This design comes from an exercise in tuning for small area on the open sky130 flow, not from production work. Where RTL was checked, it was by simulation tests only, not by an equivalence proof against the original. No functional check of the RTL was part of run 3. Power figures rest on the tool's default switching activity, not on a simulated workload.

[design/flow/run.sh]
#!/bin/bash
# synth_recipe.tcl (not shown) runs the flow's synth.tcl, then flattens the netlist and writes it again
# the make line also repeats each setting of config.mk as NAME=value (left out here)
make -C /OpenROAD-flow-scripts/flow DESIGN_CONFIG=/design/flow/config.mk WORK_HOME=/design/flow/orfs CLKGATE_MAP_FILE= SYNTH_SCRIPT=/design/flow/synth_recipe.tcl finish
[design/flow/config.mk]
export PLATFORM = sky130hd
export DESIGN_NAME = fpadd_top
export DESIGN_NICKNAME = fpadd_top
export VERILOG_FILES = /design/flow/design.v
export SDC_FILE = /design/flow/constraint.sdc
export NUM_CORES = 4
export LEC_CHECK = 0
export ABC_AREA = 1
export CAP_MARGIN = 20
export CORE_MARGIN = 2
export CORE_UTILIZATION = 60
export SLEW_MARGIN = 20
[design/flow/design.v]
module fpadd_top (
    input  wire        clk,
    input  wire [31:0] a,
    input  wire [31:0] b,
    output reg  [31:0] y
);
    reg  [31:0] a_q, b_q;
    wire        s_w;
    wire [7:0]  e_w;
    wire [22:0] f_w;
    fp_adder u_add (
        .sign1(a_q[31]), .sign2(b_q[31]),
        .exp1(a_q[30:23]), .exp2(b_q[30:23]),
        .frac1(a_q[22:0]), .frac2(b_q[22:0]),
        .sign_out(s_w), .exp_out(e_w), .frac_out(f_w)
    );
    always @(posedge clk) begin
        a_q <= a;
        b_q <= b;
        y   <= {s_w, e_w, f_w};
    end
endmodule

module fp_adder(
    input wire sign1,sign2,
    input wire[7:0] exp1,exp2,
    input wire [22:0] frac1,frac2,
    output reg sign_out,
    output reg [7:0] exp_out,
    output reg [22:0] frac_out
);
reg signb,signs;
reg [7:0] expb,exps,expn,exp_diff;
reg[23:0] fracb,fracs,fraca;
reg [22:0]fracn;
reg[24:0] sum;
reg [23:0]sum_norm;
reg [4:0]leading;
integer i;
always@*
begin
    if({exp1,frac1}>{exp2,frac2})
        begin
            signb=sign1;
            signs=sign2;
            expb=exp1;
            exps=exp2;
            fracb={1'b1,frac1};
            fracs={1'b1,frac2};
        end
    else 
        begin
            signb=sign2;
            signs=sign1;
            expb=exp2;
            exps=exp1;
            fracb={1'b1,frac2};
            fracs={1'b1,frac1};
        end
    exp_diff=expb-exps;
    fraca=fracs >> exp_diff;
    if(signb==signs)
        sum={1'b0,fracb}+{1'b0,fraca};
    else
        sum={1'b0,fracb}-{1'b0,fraca};
    leading=23;
        for(i=0;i<24;i=i+1)begin
            if(sum[i])begin
                leading=23-i;
            end
            else begin
                leading=leading;
            end
        end
    sum_norm=sum<<leading;
    if(sum[24])begin
        expn=expb+1;
        fracn=sum[23:1];
    end
    else if(sum[23:0]==24'd0)begin
        expn=0;
        fracn=0;
    end
    else if(leading>expb)begin
        expn=0;
        fracn=0;
    end
    else begin
        expn=expb-leading;
        fracn=sum_norm[22:0];
    end
    sign_out=(sum==25'd0)?1'b0:signb;
    exp_out=expn;
    frac_out=fracn;
end
endmodule
[design/flow/constraint.sdc]
create_clock -name core_clock -period 11.0 [get_ports {clk}]
set_input_delay 2.2000 -clock core_clock [delete_from_list [all_inputs] [get_ports {clk}]]
set_output_delay 2.2000 -clock core_clock [all_outputs]
set_load 0.01 [all_outputs]
==> results of run 1 <==
-- path summary, 6_finish.rpt --
kind / to / depth (start not counted)
max reg2reg: y[22] / 73
min reg2reg: y[31] / 2
max: y[22] / 73
min: y[31] / 2
-- synth_stat cells, types with 18 or more instances --
cell type and count:
nand4_1 35, a21oi_1 61, ha_1 62, nand3_1 222, nand2_2 18, inv_1 140, clkbuf_1 23, dfxtp_1 96
o21ai_0 80, nand2_1 431, nor2_1 60, xor2_1 38
-- area by class of cell --
class                           instances  area share
Multi-Input combinational cell       1108       0.596
Sequential cell                        96       0.190
Timing Repair Buffer                  108       0.104
Inverter                              153      0.0577
Tap cell                              184      0.0228
Clock buffer                            9      0.0223
Clock inverter                          6     0.00668
Timing Repair inverter                  1    0.000495
-- per-stage QoR --
step	cell area (um2)	hold WS, ps
final	10100	560
after global routing	10100	626
after CTS	9990	565
after detailed placement	9690	548
after global placement	9690	546
after floorplan	8700	510
-- cells by family (layout without fill, tap and decap cells) --
| logic type | Yosys count | in the layout | synth area share |
|---|---|---|---|
| simple gates | 803 | 811 | 0.419 |
| buf+inv | 206 | 277 | 0.0985 |
| xor+xnor | 47 | 47 | 0.0503 |
| fa+ha+maj | 64 | 64 | 0.0938 |
| mux | 1 | 1 | 0.00115 |
| compound gates | 185 | 185 | 0.116 |
| flops | 96 | 96 | 0.221 |
-- sequential cells by signal, indices dropped and copies added, names as in the netlist --
name  cells
b_q      32
a_q      32
y        32
-- worst register-to-register path, delay by kind of cell, from the launching register on --
family	cells	cell delay, ps
AND/OR/NAND/NOR	50	5630
adder cells (fa/ha/maj)	6	1920
AO/OA/AOI/OAI	5	1050
buffers and inverters	12	930
flip-flops	1	330
-- report_power, final --
part,switching [mW],internal (mW),leakage (nW)
clock,0.136,0.176,0.138
combinational,1.79,0.881,4.21
sequential,0.0248,0.434,0.810
-- metal layers --
layer  vias to the layer above  global-route usage  share of wire
met5                         -                   0              0
met4                         0               0.104          0.030
li1                       4773                   -              -
met3                        77              0.0730          0.089
met1                      4311               0.456           0.42
met2                       503               0.553           0.46
-- what timing repair did --
item / CTS / global route
hold endpoints to repair: 0 / 0
setup endpoints to repair: 0 / 31
hold buffers: 0 / 0
gates resized for setup: 0 / 12
setup buffers: 0 / 1
==> run notes, run 1 <==
* Num CTS Buffers at 9
* Antenna violations before repair at 0
* Drt wl/cell at 16.6 um
* Worst hold start: a_q[31]
* Crit path max fanout at 37
* Die height at 124 um
* FFs w/ async S/R, synth at 0
* WP data arrival at 10,220 ps
* Clock slew at reported path FFs at 70 ps
* FILL cells at 1,306
* Die Wd at 124 um
* Via Count at 9,664
* Most frequent CP cell: nand2_1
* Post-synth top area share at 0.221
* Critical Path Sink Type: flop
* Post-synth EDFFs at 0
* Status: complete, no violations
* Final #Nets at 1,606
* # IOs at 97
* Synth cell types at 48
* Final hold vios at 0
* First-pass GRT wire length at 43,200 um
* Maxcap violations at 0
* TNS Setup at 0 ps
* Largest net degree at the start of global routing at 74
* Most common cell after layout, fill and taps aside: nand2_1
* Peak supply drop at 0.000155 V
* Root buf cell: clkbuf_16
* Fraction of layout cells with a size suffix above 1 at 0.0749
* Remaining antenna violation count at 0
* Crit path required time at 11,240 ps
* Vias in the first global route at 8,656
* Worst slack at placement at 399 ps
* Clock Skew at 9.96 ps
* Total Wirelength at 27,600 um
* Via density at 5.80
* Diodes inserted at 0
* Htree depth at 3
* Num rows at 44
* Multi-input logic area at 6030 um2
* Max Clk Rate at 0.100 GHz
* Crit start category: flop
* Endpoints failing setup at 0
* Die area at 15,500 um2
* Setup WS post-layout at 1020 ps
* Crit Path Class: reg2reg
* Reg2reg start: b_q[28]
* Worst hold path type: reg2reg
* Worst Tran Pin Value at 827 ps
* Top cells by area, synth: dfxtp_1 (22%), nand2_1 (19%), nand3_1 (13%)
* Final Non-Filler Cells at 1,665
* Most frequent cells in the layout: nand2_1 (431), nand3_1 (221), inv_1 (139)
* PwrDens at 340 nW/um2
* Drt pass-1 iters at 6
* 1st-iter DRT viols at 1,277
* Syn_nets at 1,531
* All-Layer GR Usage at 0.341
* Synthesis-to-layout area growth at 16.2%
* Syn Inst Count at 1,402
* Leak at 5.16 nW
* Cells after DPL at 1,640
* Final slew viol count at 0
* Clock latency on the worst-skew pair at 350 ps
* Delay-heaviest family, CP: simple AND/OR/NAND/NOR gates
* Total area of sequential cells at 1920 um2
* Post-route core utilization at 0.704
* Area leader, netlist: dfxtp_1
* Yosys reg bits at 96
* Global route total overflow at 0
* Final clock period utilization by the worst path at 0.908
* Placed wire-length estimate at 21,000 um
* TritonCTS clock tree: built
* Synthesized area at 8700 um2
* Initial Utilization at 0.606
* Placer congestion estimate at 0.988
* DRC at 0
* Critical Path Source: b_q[28]
* Clock sinks at 96
* Final Power at 3.44 mW
* Max Buffers Root-to-Sink at 2
* CP Buf/Inv Count at 12
* FF-to-FF setup slack at 1020 ps
* Final min period at 9980 ps
* CP max-delay cell: fa_1
* Yosys Warn Count at 2
* Ys flop type: dfxtp_1
* Max stage delay on crit path at 460 ps
* Worst slew margin at 0.448
* Core outline area at 14,400 um2
* Avg Cell Area, Syn at 6.21 um2
* Sequential share of the synthesized area at 0.221
* # port buffers at 96
==> inputs of run 2 (changes only) <==
--- a/design/flow/config.mk
+++ b/design/flow/config.mk
@@ -5,8 +5,7 @@
 export SDC_FILE = /design/flow/constraint.sdc
 export NUM_CORES = 4
 export LEC_CHECK = 0
-export ABC_AREA = 1
 export CAP_MARGIN = 20
 export CORE_MARGIN = 2
-export CORE_UTILIZATION = 60
+export CORE_UTILIZATION = 40
 export SLEW_MARGIN = 20
==> run notes, run 2 <==
* Status: complete, no violations
* Post-synth top area share at 0.193
* Delay-heaviest family, CP: compound AO/OA/AOI/OAI gates
* # IOs at 97
* Largest net degree at the start of global routing at 44
* Vias in the first global route at 10,200
* Initial Utilization at 0.409
* Core outline area at 24,400 um2
* Endpoints failing setup at 0
* Num CTS Buffers at 9
* Syn_nets at 1,408
* Most frequent cells in the layout: nand2_1 (122), buf_4 (106), dfxtp_1 (96), clkdlybuf4s50_1 (96), o21ai_0 (93)
* Post-route core utilization at 0.504
* Remaining antenna violation count at 0
* Die area at 26,200 um2
* Most common cell after layout, fill and taps aside: nand2_1
* Ys flop type: dfxtp_1
* Fraction of layout cells with a size suffix above 1 at 0.158
* Synthesized area at 9980 um2
* Max Clk Rate at 0.0963 GHz
* Comb power frac at 0.733
* Clock sinks at 96
* Crit Path Class: reg2reg
* DRC at 0
* All-Layer GR Usage at 0.293
* Drt pass-1 iters at 5
* Leak at 5.10 nW
* FILL cells at 2,431
* Seq pwr share at 0.153
* Crit path max fanout at 8
* Final clock period utilization by the worst path at 0.944
* Via density at 6.11
* Peak supply drop at 0.000101 V
* Crit path required time at 11,260 ps
* NetSw at 1.52 mW
* 1st-iter DRT viols at 839
* Cell internal pwr at 1.48 mW
* Avg Cell Area, Syn at 7.81 um2
* Crit start category: flop
* Final slew viol count at 0
* Final hold vios at 0
* PwrDens at 244 nW/um2
* Placed wire-length estimate at 31,700 um
* Die Wd at 162 um
* Sequential share of the synthesized area at 0.193
* Yosys Warn Count at 2
* Final min period at 10,390 ps
* Global route total overflow at 0
* Num rows at 57
* Clock slew at reported path FFs at 80 ps
* Total Wirelength at 39,300 um
* Largest regs: a_q: 32 flops, b_q: 32 flops, y: 32 flops
* Critical Path Sink Type: flop
* Synth cell count leaders: nand2_1 (122), o21ai_0 (97), dfxtp_1 (96)
* Syn Inst Count at 1,279
* Clock Skew at 23.1 ps
* Maxcap violations at 0
* FFs w/ async S/R, synth at 0
* Antenna violations before repair at 0
* Synth cell types at 106
* Drt wl/cell at 22.3 um
* Worst hold path type: reg2reg
* Die height at 162 um
* Max Buffers Root-to-Sink at 2
* Area leader, netlist: dfxtp_1
* Max stage delay on crit path at 560 ps
* Root buf cell: clkbuf_16
* CP Buf/Inv Count at 5
* TritonCTS clock tree: built
* Net Sw Frac at 0.507
* First-pass GRT wire length at 59,500 um
* # port buffers at 96
* Top-count cell post-synth: nand2_1
* Worst slack at placement at -220 ps
* Htree depth at 3
* Setup WS post-layout at 611 ps
* Post-synth EDFFs at 0
* Worst Tran Pin Value at 976 ps
* Placer congestion estimate at 0.992
* Worst slew margin at 0.343
* Hold buffers post-CTS at 0
* Clock share of power at 0.114
* Via Count at 10,800
* Cells after DPL at 1,733
* Diodes inserted at 0
* Clock latency on the worst-skew pair at 370 ps
* Final Non-Filler Cells at 1,758
* Yosys reg bits at 96
* Final #Nets at 1,558
* Hold WS at 792 ps
* Top cells by area, synth: dfxtp_1 (19%), ha_1 (7.8%), mux2i_1 (6.6%)
* WP data arrival at 10,650 ps
* Synthesis-to-layout area growth at 23.0%
* CP max-delay cell: or4_1
[run 2: area by class of cell]
class	instances	area, um2	area share
sequential	96	1920	0.156
inverter	69	262	0.0213
clock buffer	10	229	0.0186
timing repair buffer	202	1760	0.143
tap	324	405	0.0330
multi-input combinational	1051	7630	0.622
clock inverter	6	73.8	0.00601
[run 2: routing by layer]
metal,routed length [um],global-route usage
met1,16500,0.374
met2,18600,0.491
met3,2410,0.0411
met4,1760,0.134
met5,0,0
[run 2: worst register-to-register path, delay by kind of cell, from the launching register on]
kind | cells | cell delay [ps]
AO/OA/AOI/OAI | 23 | 4440
AND/OR/NAND/NOR | 15 | 3550
adder cells (fa/ha/maj) | 4 | 1060
buffers and inverters | 5 | 700
flip-flops | 1 | 410
XOR/XNOR | 2 | 180
[run 2: repair_timing]
action / 4_1_cts / 5_1_grt
pin swaps: 1 / 8
endpoints found under the hold margin: 0 / 0
endpoints found under the setup margin: 16 / 31
cloned: 0 / 0
setup buffers: 1 / 8
gates resized for setup: 4 / 31
[run 2: through the flow]
step | TNS, ps | area [um2] | power [mW]
floorplan | 0 | 9990 | 1.78
global placement | -79.8 | 11800 | 2.59
detailed placement | -1800 | 11800 | 2.57
CTS | 0 | 12100 | 2.93
global route | -64.0 | 12300 | 3.17
finish | 0 | 12300 | 3.00
[run 2: kinds of logic (layout without fill, tap and decap cells)]
group | Yosys count | in the layout | synth area share
DFF | 96 | 96 | 0.193
buffers and inverters | 132 | 287 | 0.0559
AOI/OAI and AO/OA | 445 | 445 | 0.314
muxes | 100 | 100 | 0.121
and+or+nand+nor | 388 | 388 | 0.188
adders and majority gates | 64 | 64 | 0.0817
xor gates and xnor gates | 54 | 54 | 0.0474
[run 2: worst paths after layout]
path | startpoint | end | slack (ps) | cells past startpoint
setup / recovery | b_q[22] | y[17] | 610 | 49
hold / removal | b_q[28] | y[28] | 790 | 3
setup reg to reg | b_q[22] | y[17] | 610 | 49
hold reg to reg | b_q[28] | y[28] | 790 | 3
[run 2: power groups by stage]
stage / combinational, mW / sequential [mW] / clock, mW
global placement: 2.13 / 0.467 / 0
finish: 2.20 / 0.459 / 0.343
global route: 2.34 / 0.466 / 0.367
floorplan: 1.29 / 0.492 / 0
detailed placement: 2.10 / 0.468 / 0
CTS: 2.11 / 0.460 / 0.352
==> inputs of run 3 (changes only) <==
==> design/flow/design.v (replaced) <==
module fpadd_top (
    input  wire        clk,
    input  wire [31:0] a,
    input  wire [31:0] b,
    output reg  [31:0] y
);
    reg  [31:0] a_q, b_q;
    wire        s_w;
    wire [7:0]  e_w;
    wire [22:0] f_w;
    fp_adder u_add (
        .sign1(a_q[31]), .sign2(b_q[31]),
        .exp1(a_q[30:23]), .exp2(b_q[30:23]),
        .frac1(a_q[22:0]), .frac2(b_q[22:0]),
        .sign_out(s_w), .exp_out(e_w), .frac_out(f_w)
    );
    always @(posedge clk) begin
        a_q <= a;
        b_q <= b;
        y   <= {s_w, e_w, f_w};
    end
endmodule

module fp_adder(
    input wire sign1,sign2,
    input wire[7:0] exp1,exp2,
    input wire [22:0] frac1,frac2,
    output wire sign_out,
    output wire [7:0] exp_out,
    output wire [22:0] frac_out
);
    wire [8:0] ed  = {1'b0,exp1} - {1'b0,exp2};
    wire       elt = ed[8];                  
    wire       eeq = (exp1 == exp2);
    wire       fgt = frac1 > frac2;
    wire       gt  = eeq ? fgt : ~elt;       
    wire [7:0] eb  = elt ? exp2 : exp1;
    wire [7:0] d   = elt ? (exp2 - exp1) : ed[7:0];
    wire       hi  = |d[7:5];
    wire        sb = gt ? sign1 : sign2;
    wire [23:0] fb = gt ? {1'b1,frac1} : {1'b1,frac2};
    wire [23:0] fs = gt ? {1'b1,frac2} : {1'b1,frac1};
    wire [23:0] r0 = (d[4] | hi) ? {16'd0, fs[23:16]} : fs;
    wire [23:0] r1 = (d[3] | hi) ? {8'd0, r0[23:8]} : r0;
    wire [23:0] r2 = d[2] ? {4'd0, r1[23:4]} : r1;
    wire [23:0] r3 = d[1] ? {2'd0, r2[23:2]} : r2;
    wire [23:0] fa = d[0] ? {1'd0, r3[23:1]} : r3;
    wire [24:0] sum = (sign1 ^ sign2) ? ({1'b0,fb} - {1'b0,fa}) : ({1'b0,fb} + {1'b0,fa});
    wire z4 = ~|sum[24:9];
    wire [24:0] n0 = z4 ? {sum[8:0], 16'd0} : sum;
    wire z3 = ~|n0[24:17];
    wire [24:0] n1 = z3 ? {n0[16:0], 8'd0} : n0;
    wire z2 = ~|n1[24:21];
    wire [24:0] n2 = z2 ? {n1[20:0], 4'd0} : n1;
    wire z1 = ~|n2[24:23];
    wire [24:0] n3 = z1 ? {n2[22:0], 2'd0} : n2;
    wire z0 = ~n3[24];
    wire [24:0] n4 = z0 ? {n3[23:0], 1'd0} : n3;
    wire zero = ~n4[24];
    wire [4:0] z = {z4,z3,z2,z1,z0};
    wire [9:0] re = {2'b0,eb} + 10'd1 - {5'b0,z};
    wire flush = re[9] | zero;
    assign sign_out = sb & ~zero;
    assign exp_out  = flush ? 8'd0 : re[7:0];
    assign frac_out = flush ? 23'd0 : n4[23:1];
endmodule
--- a/design/flow/config.mk
+++ b/design/flow/config.mk
@@ -5,7 +5,8 @@
 export SDC_FILE = /design/flow/constraint.sdc
 export NUM_CORES = 4
 export LEC_CHECK = 0
+export ABC_AREA = 1
 export CAP_MARGIN = 20
 export CORE_MARGIN = 2
-export CORE_UTILIZATION = 40
+export CORE_UTILIZATION = 60
 export SLEW_MARGIN = 20
==> run notes, run 3 <==
* Most frequent CP cell: nand2_1
* Top cells by area, synth: dfxtp_1 (22%), nand2_1 (17%), nand3_1 (12%)
* Core outline area at 14,400 um2
* Worst Tran Pin Value at 870 ps
* Total Wirelength at 24,500 um
* WP data arrival at 10,290 ps
* Cells after DPL at 1,640
* Post-synth EDFFs at 0
* Total area of sequential cells at 1920 um2
* Most common cell after layout, fill and taps aside: nand2_1
* Hold worst-path end: y[30]
* Placer congestion estimate at 1.07
* All-Layer GR Usage at 0.308
* Worst reg2reg path depth at 69
* Yosys reg bits at 96
* 1st-iter DRT viols at 967
* Drt pass-1 iters at 9
* Final hold vios at 0
* Final #Nets at 1,611
* Syn_nets at 1,538
* # IOs at 97
* Final slew viol count at 0
* Largest regs: a_q: 32 flops, b_q: 32 flops, y: 32 flops
* Num CTS Buffers at 9
* FFs w/ async S/R, synth at 0
* Final Power at 2.48 mW
* Placed wire-length estimate at 19,100 um
* Reg2reg start: a_q[23]
* Max Clk Rate at 0.0995 GHz
* FILL cells at 1,266
* # port buffers at 96
* Status: complete, no violations
* Critical Path Sink Type: flop
* Max Buffers Root-to-Sink at 2
* Top-count cell post-synth: nand2_1
* Final clock period utilization by the worst path at 0.913
* Diodes inserted at 0
* Antenna violations before repair at 0
* Crit start category: flop
* Drt wl/cell at 14.7 um
* Htree depth at 3
* FF-to-FF setup slack at 950 ps
* Synth cell types at 51
* Worst hold path type: reg2reg
* Crit path max fanout at 27
* Die area at 15,500 um2
* Clock sinks at 96
* Dpl cell area at 9690 um2
* Syn Inst Count at 1,401
* Final Non-Filler Cells at 1,663
* Crit Path Class: reg2reg
* Area leader, netlist: dfxtp_1
* Endpoints failing setup at 0
* Initial Utilization at 0.607
* Synth cell count leaders: nand2_1 (399), nand3_1 (212), inv_1 (156)
* Clock Skew at 10.3 ps
* Clock slew at reported path FFs at 70 ps
* Worst R2R End: y[6]
* Synthesis-to-layout area growth at 16.4%
* Sequential share of the synthesized area at 0.220
* Synthesized area at 8720 um2
* Post-synth top area share at 0.220
* First-pass GRT wire length at 39,400 um
* Global route total overflow at 0
* Maxcap violations at 0
* TritonCTS clock tree: built
* CP max-delay cell: fa_1
* Die height at 125 um
* Final min period at 10,050 ps
* DRC at 0
* Avg Cell Area, Syn at 6.23 um2
* Vias in the first global route at 8,308
* Leak at 5.15 nW
* Via Count at 9,417
* Ys flop type: dfxtp_1
* Worst slew margin at 0.414
* Die Wd at 125 um
* Hold Crit Depth at 4
* Via density at 5.66
* Yosys Warn Count at 1
* Most frequent cells in the layout: nand2_1 (399), nand3_1 (211), inv_1 (156)
* Multi-input logic area at 6010 um2
* Peak supply drop at 0.000136 V
* PwrDens at 245 nW/um2
* Root buf cell: clkbuf_16
* Remaining antenna violation count at 0
* Largest net degree at the start of global routing at 79
* Fraction of layout cells with a size suffix above 1 at 0.0703
* Max stage delay on crit path at 440 ps
* Num rows at 44
* Design Area, Final at 10,100 um2
* Crit path required time at 11,240 ps
* Clock latency on the worst-skew pair at 360 ps
* Worst hold start: a_q[30]
run 3: cell count changes after synthesis, sizes merged, moves of 30 or more:
cell	before	now
nand2	123	432
nand3	31	216
inv	69	165
mux2i	68	0
a211oi	36	2
nor3	38	8
run 3: layout make-up:
| type | instances | share of cell area |
|---|---|---|
| multi-input cells | 1098 | 0.592 |
| flip-flops and latches | 96 | 0.189 |
| repair buffers | 102 | 0.0995 |
| inverters | 167 | 0.0618 |
| well taps | 184 | 0.0227 |
| clock buffers | 9 | 0.0222 |
| clock inverters | 7 | 0.0122 |
run 3: worst max path at each step:
stage / start / endpoint / depth (start not counted)
finish: a_q[23] / y[6] / 69
global route: a_q[23] / y[6] / 68
CTS: a_q[23] / y[6] / 62
detailed placement: a_q[23] / y[6] / 62
global placement: a_q[25] / y[9] / 65
floorplan: a_q[23] / y[0] / 68
run 3: kinds of logic after synthesis:
group	count (synthesis)	share of synthesized area
and+or+nand+nor	783	0.405
DFF	96	0.220
adders and majority gates	72	0.107
AOI/OAI and AO/OA	187	0.116
buffers and inverters	212	0.101
xor gates and xnor gates	51	0.0512
run 3: stage by stage:
stage	TNS, ps	worst slack, ps	utilization	hold WS [ps]
global route	-469	-39.6	0.706	803
finish	0	954	0.706	797
floorplan	0	2630	-	529
CTS	0	360	0.699	769
global placement	0	818	0.674	755
detailed placement	0	379	0.675	753
run 3: what timing repair did:
| action | in CTS | in global routing |
|---|---|---|
| gates resized for setup | 0 | 15 |
| buffers inserted | 0 | 2 |
| endpoints found under the setup margin | 0 | 31 |
| hold buffers | 0 | 0 |
run 3: power breakdown:
part / switching [mW] / total (mW) / internal [mW]
clock: 0.141 / 0.365 / 0.224
combinational: 1.06 / 1.67 / 0.606
sequential: 0.0242 / 0.453 / 0.429
run 3: critical path, delay by kind of cell (launching register included):
| family | cells | cell delay [ps] |
|---|---|---|
| simple gates | 43 | 5000 |
| compound gates | 8 | 1580 |
| fa+ha+maj | 5 | 1360 |
| buf+inv | 11 | 1180 |
| xor+xnor | 2 | 420 |
| flops | 1 | 330 |
run 3: per-layer routing:
metal / wire [um] / up-vias / part of all wire / GRT usage
li1: - / 4695 / - / -
met1: 10100 / 4167 / 0.41 / 0.380
met2: 11200 / 460 / 0.46 / 0.502
met3: 1820 / 95 / 0.074 / 0.0554
met4: 1430 / 0 / 0.058 / 0.182
met5: 0 / - / 0 / 0

==> port drivers added, routing unchanged <==
In the flow no input, the clock included, has a driving cell. The finished layouts below were timed again as built, in two steps.
Step 1, drivers: a clkbuf_16 drives clk and a buf_2 each remaining input, both assumed.
Step 2 also shifts input and output timing later by t, the mid clock arrival at the registers, as if the neighbouring blocks saw the same clock.
Three values: ideal, step 1, step 2; two values: the first two.
| run | t, ns | slack for setup (ns) | hold WS [ns] | latest minus earliest clock arrival (ns) | pins driven straight from the clock port |
|---|---|---|---|---|---|
| run 1 | 0.392 | 1.016 / 1.016 / 1.016 | 0.560 / 0.560 / 0.560 | 0.012 / 0.012 | 1 |
| run 2 | 0.411 | 0.611 / 0.611 / 0.611 | 0.792 / 0.792 / 0.792 | 0.023 / 0.023 | 1 |
| run 3 | 0.401 | 0.954 / 0.954 / 0.954 | 0.797 / 0.797 / 0.797 | 0.010 / 0.011 | 1 |
After both steps every run listed still meets setup and hold.
